Source: an optimization exercise on an open RTL-to-GDS flow (aim: small area). Production flows keep margins and buffers that such runs may drop.
Function was checked by simulation only, so behaviour that the tests miss may differ from the original.

## top
module top(mode, clk, rst, load, RGB_window, w, Ar_global_prev, Ag_global_prev, Ab_global_prev,
           Ar_global, Ag_global, Ab_global, O_R, O_G, O_B, tx_invxhundred, ed_bit);
Size: about 4100 cells after synthesis, ~0.036 sq mm of cells after synthesis.
==> flow/config.mk <==
export PLATFORM = sky130hd
export DESIGN_NAME = top
export DESIGN_NICKNAME = top
export VERILOG_FILES = /design/flow/design.v
export SDC_FILE = /design/flow/constraint.sdc
export NUM_CORES = 4
export LEC_CHECK = 0
export CAP_MARGIN = 20
export CORE_MARGIN = 2
export CORE_UTILIZATION = 50
export CTS_BUF_LIST = sky130_fd_sc_hd__clkbuf_8
export CTS_CLUSTER_DIAMETER = 60
export CTS_CLUSTER_SIZE = 14
export GPL_TIMING_DRIVEN = 0
export SLEW_MARGIN = 20
==> flow/constraint.sdc <==
create_clock -name core_clock -period 36.0 [get_ports {clk}]
set_input_delay 7.2000 -clock core_clock [delete_from_list [all_inputs] [get_ports {clk}]]
set_output_delay 7.2000 -clock core_clock [all_outputs]
set_load 0.01 [all_outputs]
standard.sh (not shown) runs the stock make flow with config.mk's settings and CLKGATE_MAP_FILE= SYNTH_SCRIPT=/design/flow/synth_recipe.tcl, a recipe that flattens the netlist after the stock synthesis.
==> flow/flow/run.sh <==
#!/bin/bash
# Own flow: the standard synthesis, then the combinational logic between
# the registers and full adders is re-mapped: full-adder polarities are chosen
# to drop inverters (fapol.py) and ABC maps the rest with an area script.
# Registers keep their cells and names. The rest is the standard layout.
set -euo pipefail
W=$(pwd)
F=$W/flow
R=$W/orfs/results/${FLOW_PLATFORM}/top/base
L=$W/orfs/logs/${FLOW_PLATFORM}/top/base
LIB=$FLOW_HOME/platforms/${FLOW_PLATFORM}/lib/sky130_fd_sc_hd__tt_025C_1v80.lib

bash standard.sh synth > $W/std_synth.log 2>&1

cp $R/1_2_yosys.v $W/std_1_2_yosys.v
python3 $F/mkmap.py $LIB $W/comb_map.v > $W/mkmap.log 2>&1
DU=$(grep -o -- '-dont_use [A-Za-z0-9_]*' $L/1_2_yosys.log | sort -u | tr '\n' ' ')
SCRIPT=$(cat $F/abc.script)
cat > $W/reopt_a.ys <<EOF
read_liberty -lib $LIB
read_verilog $W/std_1_2_yosys.v
hierarchy -top $FLOW_TOP
techmap -map $W/comb_map.v
techmap
opt -fast
write_json $W/reopt_a.json
EOF
yosys -s $W/reopt_a.ys > $W/reopt_a.log 2>&1
python3 $F/fapol.py $W/reopt_a.json $W/reopt_b.json $FLOW_TOP > $W/fapol.log 2>&1
cat > $W/reopt_b.ys <<EOF
read_liberty -lib $LIB
read_json $W/reopt_b.json
hierarchy -top $FLOW_TOP
opt_clean
abc -liberty $LIB $DU -script "+$SCRIPT"
opt_clean -purge
hilomap -singleton -hicell sky130_fd_sc_hd__conb_1 HI -locell sky130_fd_sc_hd__conb_1 LO
insbuf -buf sky130_fd_sc_hd__buf_1 A X
stat -liberty $LIB
check -assert
write_verilog -noattr -nohex -nodec $W/reopt_1_2_yosys.v
EOF
yosys -s $W/reopt_b.ys > $W/reopt_b.log 2>&1
cp $W/reopt_1_2_yosys.v $R/1_2_yosys.v
rm -f $R/1_synth.odb $R/1_synth.sdc
touch $R/1_2_yosys.v
# every port still gets a buffer, of the smallest buffer cell
export BUFFER_PORTS_ARGS="-buffer_cell sky130_fd_sc_hd__buf_1"
export CTS_ARGS="-sink_clustering_enable -repair_clock_nets -dont_use_dummy_load -buf_list {sky130_fd_sc_hd__clkbuf_8} -sink_clustering_size 14 -sink_clustering_max_diameter 60"
bash standard.sh > $W/std_layout.log 2>&1
==> flow/flow/abc.script <==
strash;&get,-n;&deepsyn,-T,150;&put;dch,-f;amap;strash;&get,-n;&deepsyn,-T,150;&put;dch,-f;amap;topo
Other scripts of this flow, unchanged in this note and not shown: flow/flow/fapol.py, flow/flow/mkmap.py
==> next run, changes <==
--- a/flow/flow/run.sh
+++ b/flow/flow/run.sh
@@ -36,5 +36,5 @@
 opt_clean -purge
 hilomap -singleton -hicell sky130_fd_sc_hd__conb_1 HI -locell sky130_fd_sc_hd__conb_1 LO
-insbuf -buf sky130_fd_sc_hd__buf_1 A X
+insbuf -buf sky130_fd_sc_hd__buf_4 A X
 stat -liberty $LIB
 check -assert
- GPL_TIMING_DRIVEN: 0 -> default
Design area hardly moves; synthesized area increases by 0.34%; sequential share of layout area barely changes; clock skew decreases by 0.014 ns; global-route usage increases by 0.49 points; final cell count barely changes.
==> next run, changes <==
--- a/flow/flow/run.sh
+++ b/flow/flow/run.sh
@@ -36,5 +36,5 @@
 opt_clean -purge
 hilomap -singleton -hicell sky130_fd_sc_hd__conb_1 HI -locell sky130_fd_sc_hd__conb_1 LO
-insbuf -buf sky130_fd_sc_hd__buf_4 A X
+insbuf -buf sky130_fd_sc_hd__buf_1 A X
 stat -liberty $LIB
 check -assert
@@ -47,4 +47,4 @@
 # every port still gets a buffer, of the smallest buffer cell
 export BUFFER_PORTS_ARGS="-buffer_cell sky130_fd_sc_hd__buf_1"
-export CTS_ARGS="-sink_clustering_enable -repair_clock_nets -dont_use_dummy_load -buf_list {sky130_fd_sc_hd__clkbuf_8} -sink_clustering_size 14 -sink_clustering_max_diameter 60"
+export CTS_ARGS="-sink_clustering_enable -repair_clock_nets -dont_use_dummy_load -buf_list {sky130_fd_sc_hd__clkbuf_8} -sink_clustering_size 12 -sink_clustering_max_diameter 60"
 bash standard.sh > $W/std_layout.log 2>&1
==> flow/flow/abc.script (replaced) <==
strash;&get,-n;&deepsyn,-T,300;&put;dch,-f;amap;topo
- CAP_MARGIN: 20 -> 0
- CTS_CLUSTER_SIZE: 14 -> 12
- SLEW_MARGIN: 20 -> 0
Outcome: The changed run completed without violations; via count barely changes; routed wire length fell by 0.42%; worst setup slack improves by 0.74 ns.
==> next run, changes <==
--- a/flow/flow/run.sh
+++ b/flow/flow/run.sh
@@ -36,5 +36,5 @@
 opt_clean -purge
 hilomap -singleton -hicell sky130_fd_sc_hd__conb_1 HI -locell sky130_fd_sc_hd__conb_1 LO
-insbuf -buf sky130_fd_sc_hd__buf_1 A X
+insbuf -buf sky130_fd_sc_hd__buf_4 A X
 stat -liberty $LIB
 check -assert
- CAP_MARGIN: 0 -> 20
- SLEW_MARGIN: 0 -> 20
Effect:
- The changed run went through all stages and came out clean
- synthesized area rose by about 0.6%
- global-route usage climbs by 0.54 points
- synthesized cell count barely changes
- utilization shrinks by 0.63 points
- count of clock-buffer cells in the layout went down by 1
- clock skew went down by 0.032 ns
- register-to-register slack got worse by 0.13 ns
- final cell count barely changes
- worst hold slack loses 0.017 ns


top, a different RTL version from the one above (not shown whole).
Size in the first run: roughly 4000 cells after synthesis, about 310 I/O pins, about 36000 um^2 of cells after synthesis.
Settings: LEC_CHECK=0, CAP_MARGIN=20, CORE_MARGIN=2, CORE_UTILIZATION=50, CTS_BUF_LIST=sky130_fd_sc_hd__clkbuf_8, CTS_CLUSTER_DIAMETER=60, CTS_CLUSTER_SIZE=12, SLEW_MARGIN=20; clock period 36.0 ns.
==> flow/flow/run.sh <==
#!/bin/bash
# Own flow: the standard synthesis, then the combinational logic between
# the registers and full adders is re-mapped: full-adder polarities are chosen
# to drop inverters (fapol.py) and ABC maps the rest with an area script.
# Registers keep their cells and names. The rest is the standard layout.
set -euo pipefail
W=$(pwd)
F=$W/flow
R=$W/orfs/results/${FLOW_PLATFORM}/top/base
L=$W/orfs/logs/${FLOW_PLATFORM}/top/base
LIB=$FLOW_HOME/platforms/${FLOW_PLATFORM}/lib/sky130_fd_sc_hd__tt_025C_1v80.lib

bash standard.sh synth > $W/std_synth.log 2>&1

cp $R/1_2_yosys.v $W/std_1_2_yosys.v
python3 $F/mkmap.py $LIB $W/comb_map.v > $W/mkmap.log 2>&1
DU=$(grep -o -- '-dont_use [A-Za-z0-9_]*' $L/1_2_yosys.log | sort -u | tr '\n' ' ')
SCRIPT=$(cat $F/abc.script)
cat > $W/reopt_a.ys <<EOF
read_liberty -lib $LIB
read_verilog $W/std_1_2_yosys.v
hierarchy -top $FLOW_TOP
techmap -map $W/comb_map.v
techmap
opt -fast
write_json $W/reopt_a.json
EOF
yosys -s $W/reopt_a.ys > $W/reopt_a.log 2>&1
python3 $F/fapol.py $W/reopt_a.json $W/reopt_b.json $FLOW_TOP > $W/fapol.log 2>&1
cat > $W/reopt_b.ys <<EOF
read_liberty -lib $LIB
read_json $W/reopt_b.json
hierarchy -top $FLOW_TOP
opt_clean
abc -liberty $LIB $DU -script "+$SCRIPT"
opt_clean -purge
hilomap -singleton -hicell sky130_fd_sc_hd__conb_1 HI -locell sky130_fd_sc_hd__conb_1 LO
insbuf -buf sky130_fd_sc_hd__buf_4 A X
stat -liberty $LIB
check -assert
write_verilog -noattr -nohex -nodec $W/reopt_1_2_yosys.v
EOF
yosys -s $W/reopt_b.ys > $W/reopt_b.log 2>&1
cp $W/reopt_1_2_yosys.v $R/1_2_yosys.v
rm -f $R/1_synth.odb $R/1_synth.sdc
touch $R/1_2_yosys.v
# every port still gets a buffer, of the smallest buffer cell
export BUFFER_PORTS_ARGS="-buffer_cell sky130_fd_sc_hd__buf_1"
bash standard.sh > $W/std_layout.log 2>&1
Other scripts of this flow, unchanged in this note and not shown: flow/flow/abc.script, flow/flow/fapol.py, flow/flow/mkmap.py
Then changed:
--- a/flow/flow/run.sh
+++ b/flow/flow/run.sh
@@ -47,3 +47,4 @@
 # every port still gets a buffer, of the smallest buffer cell
 export BUFFER_PORTS_ARGS="-buffer_cell sky130_fd_sc_hd__buf_1"
+export CTS_ARGS="-sink_clustering_enable -repair_clock_nets -dont_use_dummy_load -buf_list {sky130_fd_sc_hd__clkbuf_8} -sink_clustering_size 12 -sink_clustering_max_diameter 60"
 bash standard.sh > $W/std_layout.log 2>&1
Result: Routed wire length hardly moves; register-to-register slack barely changes; critical path depth stays the same.
Then changed:
--- a/flow/flow/run.sh
+++ b/flow/flow/run.sh
@@ -36,5 +36,5 @@
 opt_clean -purge
 hilomap -singleton -hicell sky130_fd_sc_hd__conb_1 HI -locell sky130_fd_sc_hd__conb_1 LO
-insbuf -buf sky130_fd_sc_hd__buf_4 A X
+insbuf -buf sky130_fd_sc_hd__buf_1 A X
 stat -liberty $LIB
 check -assert
--- a/flow/config.mk
+++ b/flow/config.mk
@@ -6,5 +6,5 @@
 export NUM_CORES = 4
 export LEC_CHECK = 0
-export CAP_MARGIN = 20
+export CAP_MARGIN = 0
 export CORE_MARGIN = 2
 export CORE_UTILIZATION = 50
@@ -12,3 +12,3 @@
 export CTS_CLUSTER_DIAMETER = 60
 export CTS_CLUSTER_SIZE = 12
-export SLEW_MARGIN = 20
+export SLEW_MARGIN = 0
Result: Die area falls by 0.34%; clock-buffer cell count stays the same; via count grows by 1.1%; register-to-register slack degrades by 430 ps.

port drivers added, routing unchanged:
The flow's constraints put no driver on any port. The routed layouts listed below were extracted and timed again, unchanged, in two steps.
Step 1 (the two cells are an assumption about what drives the block):
set clk [get_ports {clk}]
set_driving_cell -lib_cell sky130_fd_sc_hd__clkbuf_16 $clk
set_driving_cell -lib_cell sky130_fd_sc_hd__buf_2 [delete_from_list [all_inputs] $clk]
Step 2 adds t to the input delays and takes it off the output delays; t is the mean of the earliest and latest rising clock arrival at the registers after step 1. Input paths then give back, and output paths get back, about the clock's delay inside the block.
Three values: ideal, step 1, step 2; two values: the first two.
run | shift t [ns] | setup slack, ns | pins driven straight from the clock port
the first run of note 1 | 0.650 | 1.850 / 1.888 / 1.238 | 1
the second run of note 1 | 0.642 | 3.636 / 3.674 / 3.032 | 1
the third run of note 1 | 0.645 | 4.379 / 4.415 / 3.770 | 1
the fourth run of note 1 | 0.657 | 3.571 / 3.599 / 2.942 | 1
the first run of note 2 | 0.667 | 3.483 / 3.516 / 2.848 | 1
the second run of note 2 | 0.645 | 3.490 / 3.523 / 2.877 | 1
the third run of note 2 | 0.643 | 2.546 / 2.540 / 1.897 | 1
After both steps every run listed still meets setup and hold. For the third run of note 2, which loses most, drivers alone change the setup slack by -0.006 ns; drivers and shift together by -0.649 ns.
